Source: an optimization exercise on an open RTL-to-GDS flow (aim: small area and a short achievable clock period). Production flows keep margins and buffers that such runs may drop. Only simulation tests tie the RTL to the original design; equivalence was not proved. Power and IR drop assume default switching activity.

**flow/area.abc**
```
strash
dc2
dch -f
amap -F 20 -A 40
topo
upsize -D 5500
dnsize -D 5500
```
**constraint.sdc**
```tcl
create_clock -name core_clock -period 30.0 [get_ports {clk}]
set_input_delay 6.0000 -clock core_clock [delete_from_list [all_inputs] [get_ports {clk}]]
set_output_delay 6.0000 -clock core_clock [all_outputs]
set_load 0.01 [all_outputs]
```
**design.v**
```verilog
module Compare_and_Swap
(
input  [7:0] a, b,
output       gt
);
wire [7:0] g = a & ~b;    
wire [7:0] p = a | ~b;    
assign gt = g[7] | p[7] & (g[6] | p[6] & (g[5] | p[5] & (g[4] | p[4] &
           (g[3] | p[3] & (g[2] | p[2] & (g[1] | p[1] & g[0]))))));
endmodule
module Systolic_Array
(
input        clk,
input  [7:0] LC, MC, HC, LD, MD, HD,
output [7:0] Pa, Pb
);
reg [7:0] LA, MA, HA, LB, MB, HB;
reg       lAB, mAB, hAB;              
wire lCD, mCD, hCD;
Compare_and_Swap k0 (LC, LD, lCD);
Compare_and_Swap k1 (MC, MD, mCD);
Compare_and_Swap k2 (HC, HD, hCD);
always @(posedge clk) begin
  LA <= LC; MA <= MC; HA <= HC;
  LB <= LD; MB <= MD; HB <= HD;
  lAB <= lCD; mAB <= mCD; hAB <= hCD;
end
wire lAC, lBC, lBD, mAC, mBC, mBD, hAC, hBC, hBD;
Compare_and_Swap k3 (LA, LC, lAC);
Compare_and_Swap k4 (LB, LC, lBC);
Compare_and_Swap k5 (LB, LD, lBD);
Compare_and_Swap k6 (MA, MC, mAC);
Compare_and_Swap k7 (MB, MC, mBC);
Compare_and_Swap k8 (MB, MD, mBD);
Compare_and_Swap k9 (HA, HC, hAC);
Compare_and_Swap k10 (HB, HC, hBC);
Compare_and_Swap k11 (HB, HD, hBD);
wire [7:0] loa, mda, hia, lob, mdb, hib;
sel3 sa (LA, MA, HA, LB, MB, HB, LC, MC, HC, lAB, lAC, lBC, mAB, mAC, mBC, hAB, hAC, hBC, loa, mda, hia);
sel3 sb (LB, MB, HB, LC, MC, HC, LD, MD, HD, lBC, lBD, lCD, mBC, mBD, mCD, hBC, hBD, hCD, lob, mdb, hib);
med3 fa (loa, mda, hia, Pa);
med3 fb (lob, mdb, hib, Pb);
endmodule
module sel3
(
input  [7:0] Lx, Mx, Hx, Ly, My, Hy, Lz, Mz, Hz,
input        lxy, lxz, lyz, mxy, mxz, myz, hxy, hxz, hyz,
output [7:0] lo, md, hi
);
wire ax = lxy & lxz,    ay = ~lxy & lyz,    az = ~lxz & ~lyz;    
wire bx = ~hxy & ~hxz,  by = hxy & ~hyz,    bz = hxz & hyz;      
wire cx = mxy ^ mxz,    cy = ~mxy ^ myz,    cz = mxz ^ myz;      
assign lo = ({8{ax}} & Lx) | ({8{ay}} & Ly) | ({8{az}} & Lz);
assign hi = ({8{bx}} & Hx) | ({8{by}} & Hy) | ({8{bz}} & Hz);
assign md = ({8{cx}} & Mx) | ({8{cy}} & My) | ({8{cz}} & Mz);
endmodule
module med3
(
input  [7:0] x, y, z,
output [7:0] m
);
wire xy, yz, xz;
Compare_and_Swap c0 (x, y, xy);
Compare_and_Swap c1 (y, z, yz);
Compare_and_Swap c2 (x, z, xz);
wire sx = xy ^ xz, sy = ~xy ^ yz, sz = xz ^ yz;
assign m = ({8{sx}} & x) | ({8{sy}} & y) | ({8{sz}} & z);
endmodule
module Parallel_filter
(
input [7:0] I_00,I_01,I_02,I_03,I_10,I_11,I_12,I_13,
input clk,rst,
output [7:0] P1,P2,P3,P4
);
wire [7:0] LC0, MC0, HC0, LC1, MC1, HC1, LD0, MD0, HD0, LD1, MD1, HD1;
sort_col sc (I_00, I_01, I_02, I_03, LC0, MC0, HC0, LC1, MC1, HC1);
sort_col sd (I_10, I_11, I_12, I_13, LD0, MD0, HD0, LD1, MD1, HD1);
Systolic_Array top (clk, LC0, MC0, HC0, LD0, MD0, HD0, P1, P2);
Systolic_Array bot (clk, LC1, MC1, HC1, LD1, MD1, HD1, P3, P4);
endmodule
module sort_col
(
input  [7:0] r0, r1, r2, r3,
output [7:0] L0, M0, H0, L1, M1, H1
);
wire g01, g02, g12, g31, g32;
Compare_and_Swap c0 (r0, r1, g01);
Compare_and_Swap c1 (r0, r2, g02);
Compare_and_Swap c2 (r1, r2, g12);
Compare_and_Swap c3 (r3, r1, g31);
Compare_and_Swap c4 (r3, r2, g32);
sort3 s0 (r0, r1, r2, g01, g02, g12, L0, M0, H0);
sort3 s1 (r3, r1, r2, g31, g32, g12, L1, M1, H1);
endmodule
module sort3
(
input  [7:0] x, y, z,
input        gxy, gxz, gyz,
output [7:0] L, M, H
);
wire hx = gxy & gxz,    hy = ~gxy & gyz,    hz = ~gxz & ~gyz;
wire lx = ~gxy & ~gxz,  ly = gxy & ~gyz,    lz = gxz & gyz;
wire mx = gxy ^ gxz,    my = ~gxy ^ gyz,    mz = gxz ^ gyz;
assign H = ({8{hx}} & x) | ({8{hy}} & y) | ({8{hz}} & z);
assign L = ({8{lx}} & x) | ({8{ly}} & y) | ({8{lz}} & z);
assign M = ({8{mx}} & x) | ({8{my}} & y) | ({8{mz}} & z);
endmodule
```
**flow/my_synth.tcl**
```tcl
proc synth {args} { yosys synth -nofsm -noshare {*}$args }
proc extract_fa {args} { puts "my_synth: extract_fa skipped" }
proc abc {args} {
  set out {}
  set skip 0
  foreach a $args {
    if {$skip} { lappend out $::env(MY_ABC_SCRIPT); set skip 0; continue }
    if {$a eq "-script"} { set skip 1 }
    lappend out $a
  }
  puts "my_synth: abc $out"
  yosys abc {*}$out
}
source $::env(SCRIPTS_DIR)/synth.tcl
# left out here: clear keep_hierarchy, flatten, clean up, hide names made inside functions, write 1_2_yosys.v
```
**config.mk**
```make
export PLATFORM = sky130hd
export DESIGN_NAME = Parallel_filter
export DESIGN_NICKNAME = Parallel_filter
export VERILOG_FILES = /design/flow/design.v
export SDC_FILE = /design/flow/constraint.sdc
export NUM_CORES = 4
export LEC_CHECK = 0
export CAP_MARGIN = 20
export CORE_MARGIN = 2
export CORE_UTILIZATION = 40
export SLEW_MARGIN = 20
```
**flow/run.sh**
```bash
#!/bin/bash
# Own flow: the standard layout (standard.sh) with these changes:
#  - port buffers: buf_1 instead of the default pick.
#  - clock tree: no dummy loads, smaller clock buffers.
# Every tool's output stays in orfs/logs/ and make_flow.log.
set -euo pipefail
W=$PWD
export MY_ABC_SCRIPT=$W/flow/area.abc
sed "s#SYNTH_SCRIPT=[^ ]*#SYNTH_SCRIPT=$W/flow/my_synth.tcl#" standard.sh > my_standard.sh
grep -q "SYNTH_SCRIPT=$W/flow/my_synth.tcl" my_standard.sh
EXTRA=(
  "BUFFER_PORTS_ARGS=-buffer_cell sky130_fd_sc_hd__buf_2"
  "CTS_ARGS=-sink_clustering_enable -repair_clock_nets -dont_use_dummy_load -buf_list {sky130_fd_sc_hd__clkbuf_4 sky130_fd_sc_hd__clkbuf_8}"
)
[[ -f flow/extra.txt ]] && mapfile -t -O ${#EXTRA[@]} EXTRA < flow/extra.txt
bash my_standard.sh "${EXTRA[@]}" finish > make_flow.log 2>&1
```
**standard.sh**
```bash
#!/bin/bash
# synth_recipe.tcl (not shown) runs the flow's synth.tcl, then flattens the netlist and writes it again
# the make line also repeats each setting of config.mk as NAME=value (left out here)
make -C /OpenROAD-flow-scripts/flow DESIGN_CONFIG=/design/flow/config.mk WORK_HOME=/design/flow/orfs CLKGATE_MAP_FILE= SYNTH_SCRIPT=/design/flow/synth_recipe.tcl "${@:-finish}"
```
==> insert_results.sql, run 1 <==
INSERT INTO impl_metrics (metric_group, metric, value, unit) VALUES
('routing', 'detail-route-antenna-nets', '0', ''),
('worst_setup_path', 'timing.critical_path.to_type', 'output pin', ''),
('pwr', 'power.density_cell_area', '106.5', 'nW/um^2'),
('logic_synthesis', 'synthSimpleGateAreaFrac', '7.335', '%'),
('logic_synthesis', 'compound_gate_fraction_of_synth_area', '59.29', '%'),
('sta', 'finalHoldViolCount', '0', ''),
('cells_and_area', 'antenna_cells_inserted', '0', ''),
('worst_setup_path', 'crit_path_start_kind', 'input port', ''),
('sta', 'slew_headroom', '13.74', '%'),
('cts', 'clock_pin_slew_on_the_worst_setup_and_hold_paths', '0.07', 'ns'),
('placement', 'hpwlAfterDp', '27330', 'um'),
('logic_synthesis', 'syn-cell-area', '9296', 'sq um'),
('cells_and_area', 'final_cell_count_no_fill', '1626', ''),
('pwr', 'netSwitchingFraction', '56.11', '%'),
('worst_setup_path', 'crit_top_cell', 'o221ai_1', ''),
('floorplan', 'dieArea', '24480', 'sq um'),
('worst_setup_path', 'critical_path.startpoint', 'I_11[1]', ''),
('cts', 'clock_path_buffers', '2', ''),
('floorplan', 'chipWidth', '156.5', 'um'),
('pwr', 'comb_power_share', '76.4', '%'),
('grt', 'global_route_wire_length_before_repair', '55270', 'um'),
('grt', 'antenna_found_initial', '0', ''),
('cts', 'cts_tree', 'built', ''),
('routing', 'detail_route.iter0.violations', '2677', ''),
('logic_synthesis', 'synth_common_cells', 'a222oi_1 (211), clkinv_1 (192), o221ai_1 (121), dfxtp_1 (102), nor2_1 (91)', ''),
('floorplan', 'die_height', '156.5', 'um'),
('cts', 'cts.sinks', '102', ''),
('logic_synthesis', 'ys_seq_area_share', '21.97', '%'),
('cts', 'cts_setup_buffers', '0', ''),
('routing', 'drt_wl_total', '35670', 'um'),
('placement', 'placement.io_buffers', '96', ''),
('sta', 'tns', '0', 'ns'),
('pwr', 'power.switching', '0.0006194', 'W'),
('sta', 'finalCritPeriodShare', '66.14', '%'),
('pwr', 'internal-power', '0.0004846', 'W'),
('worst_setup_path', 'path_max_fanout', '9', ''),
('cts', 'post_cts_hold_buffer_count', '0', ''),
('logic_synthesis', 'post_synth_edffs', '0', ''),
('outcome', 'status', 'finished clean', ''),
('logic_synthesis', 'synth_xor_xnor_area_share', '0', '%'),
('logic_synthesis', 'synth.mux.area_fraction', '0', '%'),
('pwr', 'power_leakage', '3.676', 'nW'),
('cells_and_area', 'layout-drive-gt1-share', '16.48', '%'),
('floorplan', 'fp-row-count', '55', ''),
('routing', 'detail_route.first_pass.iterations', '14', ''),
('cells_and_area', 'area_growth_syn_to_layout', '11.47', '%'),
('logic_synthesis', 'ys_types', '31', ''),
('floorplan', 'io-pin-count', '98', ''),
('cts', 'cts-buffers-inserted', '9', ''),
('logic_synthesis', 'syn-num-nets', '1288', ''),
('worst_setup_path', 'crit_path_dat', '13.84', 'ns'),
('hold_path', 'hold_path_startpoint', 'I_10[0]', ''),
('logic_synthesis', 'synth_flop_cell', 'dfxtp_1', ''),
('cells_and_area', 'nets', '1409', ''),
('flow_run', 'maxCapViolCount', '0', ''),
('grt', 'track_usage', '28.17', '%'),
('worst_setup_path', 'cpMaxStageDelayCell', 'a222oi_1', ''),
('sta', 'worst-slew-pin-transition', '1.294', 'ns'),
('pwr', 'power_share_of_the_sequential_group', '17.1', '%'),
('logic_synthesis', 'synthesis.instances', '1222', ''),
('hold_path', 'timing.hold.worst.class', 'input port to flip-flop', ''),
('worst_setup_path', 'worstPathRequired', '24.00', 'ns'),
('floorplan', 'coreArea', '22710', 'sq um'),
('sta', 'rsz_0062_raised_after_global_routing', 'false', ''),
('sta', 'max_freq', '50.39', 'MHz'),
('logic_synthesis', 'synthTopCellsByArea', 'a222oi_1 (23%), dfxtp_1 (22%), o221ai_1 (11%)', ''),
('pwr', 'clockPowerShare', '6.5', '%'),
('sta', 'report.final.setup_viol', '0', ''),
('grt', 'overflow', '0', ''),
('sta', 'slew_viol_final', '0', ''),
('placement', 'place.detailed.instances', '1616', '');
## cell usage in the layout, fill, tap and decap left out, drive strengths merged
master	instances
o221ai	121
o21bai	5
buf	109
o21a	3
inv	88
o211ai	4
a221oi	2
a21oi	45
dfxtp	102
a22o	8
clkbuf	10
o22ai	62
nor2	108
a222oi	211
clkinv	194
a221o	8
nand2	25
nor3	7
a22oi	69
o21ai	131
o22a	17
nor2b	12
## routing by layer
layer	GRT usage [%]	up-vias	share of wire (%)
met3	7.643	69	13
met1	41.49	5428	44
met5	0	-	0
met2	40.15	800	41
li1	-	5466	-
met4	7.208	0	2.1
## sequential cells by signal (all words and copies together) (netlist names), 8 cells and up
| name | count |
|---|---|
| bot.HA | 8 |
| bot.LB | 8 |
| top.MA | 8 |
| bot.MA | 8 |
| top.HA | 8 |
| bot.MB | 8 |
| top.LB | 8 |
| top.MB | 8 |
| top.HB | 8 |
| bot.HB | 8 |
| bot.LA | 8 |
| top.LA | 8 |
## power groups by stage
stage / Sequential (W) / Clock, W / Combinational (W)
after detailed placement: 0.000191 / 0 / 0.000822
final: 0.000189 / 0.0000713 / 0.000843
after global placement: 0.000191 / 0 / 0.000818
after floorplan: 0.000184 / 0 / 0.000580
after CTS: 0.000188 / 0.0000728 / 0.000824
after global routing: 0.000193 / 0.0000772 / 0.000921
## worst max-delay path, delay by kind of cell
family	cells	cell delay, ns
simple gates	3	0.86
compound gates	29	5.89
buf+inv	7	1.09
## layout make-up
class / instances / area [sq um]
sequential: 102 / 2042
inverter: 282 / 1061
clock buffer: 9 / 123.9
timing repair buffer: 110 / 585.6
multi-input combinational: 838 / 6193
tap: 285 / 356.6
fill: 2328 / 12350
## worst paths after layout
path | end | depth (start not counted)
max | P2[3] | 39
min | top.HB[0] | 3
## kinds of logic (layout without fill, tap and decap cells)
kind of cell | count (synthesis) | count (layout)
buf+inv | 282 | 401
flops | 102 | 102
simple gates | 152 | 152
compound gates | 686 | 686
## metrics by stage
| step | total power (W) | utilization [%] | worst slack (ns) | area, sq um | hold slack (ns) |
|---|---|---|---|---|---|
| 5_1_grt | 0.001191 | 45.63 | 9.672 | 10360 | 6.013 |
| 3_5_place_dp | 0.001013 | 45.05 | 10.72 | 10230 | 6.366 |
| 6_report | 0.001104 | 45.63 | 10.16 | 10360 | 6.027 |
| 2_1_floorplan | 0.0007637 | - | 12.63 | 9296 | 6.150 |
| 3_3_place_gp | 0.001008 | 45.05 | 10.84 | 10230 | 6.370 |
| 4_1_cts | 0.001085 | 45.60 | 10.70 | 10350 | 5.987 |
==> inputs of run 2 (changes only) <==
--- a/flow/run.sh
+++ b/flow/run.sh
@@ -9,8 +9,8 @@
 sed "s#SYNTH_SCRIPT=[^ ]*#SYNTH_SCRIPT=$W/flow/my_synth.tcl#" standard.sh > my_standard.sh
 grep -q "SYNTH_SCRIPT=$W/flow/my_synth.tcl" my_standard.sh
 EXTRA=(
-  "BUFFER_PORTS_ARGS=-buffer_cell sky130_fd_sc_hd__buf_2"
-  "CTS_ARGS=-sink_clustering_enable -repair_clock_nets -dont_use_dummy_load -buf_list {sky130_fd_sc_hd__clkbuf_4 sky130_fd_sc_hd__clkbuf_8}"
+  "BUFFER_PORTS_ARGS=-buffer_cell sky130_fd_sc_hd__buf_1"
+  "CTS_ARGS=-sink_clustering_enable -repair_clock_nets -dont_use_dummy_load -buf_list {sky130_fd_sc_hd__clkbuf_8} -sink_clustering_size 25"
 )
 [[ -f flow/extra.txt ]] && mapfile -t -O ${#EXTRA[@]} EXTRA < flow/extra.txt
 bash my_standard.sh "${EXTRA[@]}" finish > make_flow.log 2>&1
==> insert_results.sql, run 2 <==
INSERT INTO impl_metrics (metric_group, metric, value, unit) VALUES
('outcome', 'status', 'finished clean', ''),
('cells_and_area', 'antenna_cells_inserted', '0', ''),
('cells_and_area', 'area_growth_syn_to_layout', '10.28', '%'),
('logic_synthesis', 'syn-num-nets', '1288', ''),
('cells_and_area', 'layout-drive-gt1-share', '9.456', '%'),
('routing', 'route.detailed.drc', '0', ''),
('flow_run', 'maxCapViolCount', '0', ''),
('cells_and_area', 'final_cell_area', '10250', 'sq um'),
('worst_setup_path', 'cpMaxStageDelayCell', 'a222oi_1', ''),
('cts', 'clock_tree.htree_level_count', '3', ''),
('logic_synthesis', 'synth_flop_cell', 'dfxtp_1', ''),
('logic_synthesis', 'post-synth-top-area-fraction', '22.72', '%'),
('pwr', 'power.density_cell_area', '105.4', 'nW/um^2'),
('grt', 'first_global_vias', '10280', ''),
('floorplan', 'die_height', '156.5', 'um'),
('cts', 'clock_path_buffers', '2', ''),
('worst_setup_path', 'crit_top_cell', 'o221ai_1', ''),
('worst_setup_path', 'crit_path_dat', '13.61', 'ns'),
('cts', 'cts.sinks', '102', ''),
('worst_setup_path', 'setup.worst_path.class', 'input port to output pin', ''),
('sta', 'finalHoldViolCount', '0', ''),
('floorplan', 'io-pin-count', '98', ''),
('cts', 'cts_setup_buffers', '0', ''),
('placement', 'routabilityCongestion', '0.9869', ''),
('cells_and_area', 'multi_input_comb_area', '6193', 'sq um'),
('routing', 'avgViaCountPerCell', '7.273', ''),
('sta', 'finalCritPeriodShare', '65.37', '%'),
('logic_synthesis', 'ys_seq_area_share', '21.97', '%'),
('hold_path', 'timing.hold.worst.class', 'input port to flip-flop', ''),
('placement', 'hpwlAfterDp', '27250', 'um'),
('placement', 'placement.io_buffers', '96', ''),
('worst_setup_path', 'worstPathRequired', '24.00', 'ns'),
('cts', 'clock_pin_slew_on_the_worst_setup_and_hold_paths', '0.07', 'ns'),
('routing', 'drt_wl_total', '35370', 'um'),
('cells_and_area', 'commonest_non_fill_non_tap_cells_in_the_layout', 'a222oi_1 (211), clkinv_1 (192), o221ai_1 (121)', ''),
('floorplan', 'fp-row-count', '55', ''),
('logic_synthesis', 'ys_types', '31', ''),
('floorplan', 'chipWidth', '156.5', 'um'),
('sta', 'tns', '0', 'ns'),
('sta', 'slew_viol_final', '0', ''),
('grt', 'antenna_found_initial', '0', ''),
('hold_path', 'hold_path_startpoint', 'I_10[0]', ''),
('cells_and_area', 'regArea', '2042', 'sq um'),
('cts', 'cts-buffers-inserted', '9', ''),
('worst_setup_path', 'timing.critical_path.buf_inv', '8', ''),
('pwr', 'ir_worst_vdd', '55.54', 'uV'),
('sta', 'slew_headroom', '16.65', '%'),
('hold_path', 'holdPathEnd', 'top.HB[0]', ''),
('worst_setup_path', 'timing.critical_path.max_delay_family', 'compound AO/OA/AOI/OAI gates', ''),
('worst_setup_path', 'timing.critical_path.to_type', 'output pin', ''),
('cts', 'post_cts_hold_buffer_count', '0', ''),
('sta', 'max_freq', '50.99', 'MHz'),
('worst_setup_path', 'cpPeakStageDelay', '0.73', 'ns'),
('grt', 'track_usage', '27.93', '%'),
('cells_and_area', 'nFillCells', '2333', ''),
('grt', 'global_route_wire_length_before_repair', '54900', 'um'),
('logic_synthesis', 'ys_seq_elements', '102', ''),
('sta', 'layout_min_cycle_time', '19.61', 'ns'),
('logic_synthesis', 'syn-cell-area', '9296', 'sq um'),
('sta', 'rsz_0062_raised_after_global_routing', 'false', ''),
('routing', 'total_number_of_vias', '11840', ''),
('sta', 'worst-slew-pin-transition', '1.250', 'ns'),
('routing', 'detail_route.iter0.violations', '2413', ''),
('pwr', 'power_leakage', '3.400', 'nW'),
('floorplan', 'start_util', '40.94', '%'),
('logic_synthesis', 'ys_async_sr_fraction', '0', '%'),
('logic_synthesis', 'avgSynthCellArea', '7.608', 'sq um'),
('logic_synthesis', 'yosysMostFrequentCell', 'a222oi_1', ''),
('logic_synthesis', 'synth_common_cells', 'a222oi_1 (211), clkinv_1 (192), o221ai_1 (121), dfxtp_1 (102), nor2_1 (91)', ''),
('grt', 'overflow', '0', ''),
('routing', 'detail-route-antenna-nets', '0', ''),
('cells_and_area', 'nets', '1411', ''),
('worst_setup_path', 'path_max_fanout', '10', ''),
('cts', 'cts_tree', 'built', ''),
('logic_synthesis', 'ys_warn_count', '1', ''),
('grt', 'maximum_number_of_pins_on_one_net_before_global_route_repair', '17', ''),
('routing', 'detail_route.first_pass.iterations', '12', ''),
('logic_synthesis', 'synthTopCellsByArea', 'a222oi_1 (23%), dfxtp_1 (22%), o221ai_1 (11%)', ''),
('logic_synthesis', 'post_synth_edffs', '0', ''),
('placement', 'placement.cell_area', '10130', 'sq um'),
('hold_path', 'whs_path_depth', '3', ''),
('routing', 'avgRoutedWirePerCell', '21.73', 'um'),
('sta', 'report.final.setup_viol', '0', ''),
('cts', 'clock_root_cell', 'clkbuf_8', ''),
('worst_setup_path', 'crit_path_start_kind', 'input port', ''),
('cells_and_area', 'layout.cells.most_common', 'a222oi_1', ''),
('floorplan', 'dieArea', '24480', 'sq um'),
('logic_synthesis', 'synth.largest_area_cell', 'a222oi_1', ''),
('cts', 'post_cts_resized', '0', ''),
('floorplan', 'coreArea', '22710', 'sq um'),
('logic_synthesis', 'synthesis.instances', '1222', '');
[run 2: how the worst max path moves through the flow]
stage,from,end,slack (ns),depth (start not counted)
after global routing,I_11[3],P2[4],9.74,39
after global placement,I_11[1],P2[7],10.66,44
after detailed placement,I_11[2],P2[7],10.59,44
final,I_11[3],P2[7],10.39,39
after floorplan,I_02[1],P1[7],12.63,40
after CTS,I_11[2],P2[7],10.56,44
[run 2: layer usage]
metal | GRT usage, % | vias to the layer above | wire [um]
li1 | - | 5476 | -
met1 | 42.41 | 5556 | 16000
met2 | 39.94 | 757 | 14700
met3 | 5.456 | 51 | 4144
met4 | 6.903 | 0 | 531
met5 | 0 | - | 0
[run 2: final cells by class]
cell class,count,share of cell area (%)
inverter,282,10.35
sequential,102,19.92
timing repair buffer,112,4.638
tap,285,3.478
multi-input combinational,838,60.41
clock buffer,9,1.208
[run 2: kinds of logic after synthesis]
kind of cell	count (synthesis)	synth area share, %
AOI/OAI and AO/OA	686	59.29
DFF	102	21.97
buffers and inverters	282	11.41
and+or+nand+nor	152	7.335
[run 2: report_power, final]
| group | internal [W] | total [W] | switching, W |
|---|---|---|---|
| clock | 0.0000270 | 0.0000708 | 0.0000438 |
| sequential | 0.000162 | 0.000189 | 0.0000274 |
| combinational | 0.000276 | 0.000821 | 0.000544 |
| total | 0.000465 | 0.00108 | 0.000616 |
[run 2: stage by stage]
step	total power, W	util, %	hold slack (ns)	cells	setup WS [ns]
after floorplan	0.0007637	-	6.150	1222	12.63
after global placement	0.0009895	44.56	6.470	1617	10.66
after detailed placement	0.0009938	44.60	6.464	1619	10.59
after CTS	0.001066	45.15	6.090	1628	10.56
after global routing	0.001171	45.15	6.129	1628	9.736
final	0.001081	45.15	6.130	1628	10.39

port drivers added, routing unchanged:
The results above use ideal ports. As a check the final layouts listed here were re-extracted and re-timed, cells and wires unchanged.
Step 1, drivers: a clkbuf_16 drives clk and a buf_2 each remaining input, both assumed.
Step 2, shift: input delay + t, output delay - t, t = (earliest + latest rising clock arrival at the registers) / 2. This alone moves slack from input paths to output paths.
Three values: ideal ports, drivers, drivers and shift; two values: the first two.
run | shift t [ns] | slack for setup (ns) | clock arrival spread, ns | worst data-port slew with drivers (ns)
run 1 | 0.411 | 10.157 / 10.130 / 10.130 | 0.031 / 0.032 | 0.04
run 2 | 0.415 | 10.389 / 10.359 / 10.359 | 0.031 / 0.032 | 0.04
After both steps setup and hold are still met in every run listed. The setup slack of run 2, which loses most, moves by -0.030 ns with the drivers and by -0.030 ns with both steps.
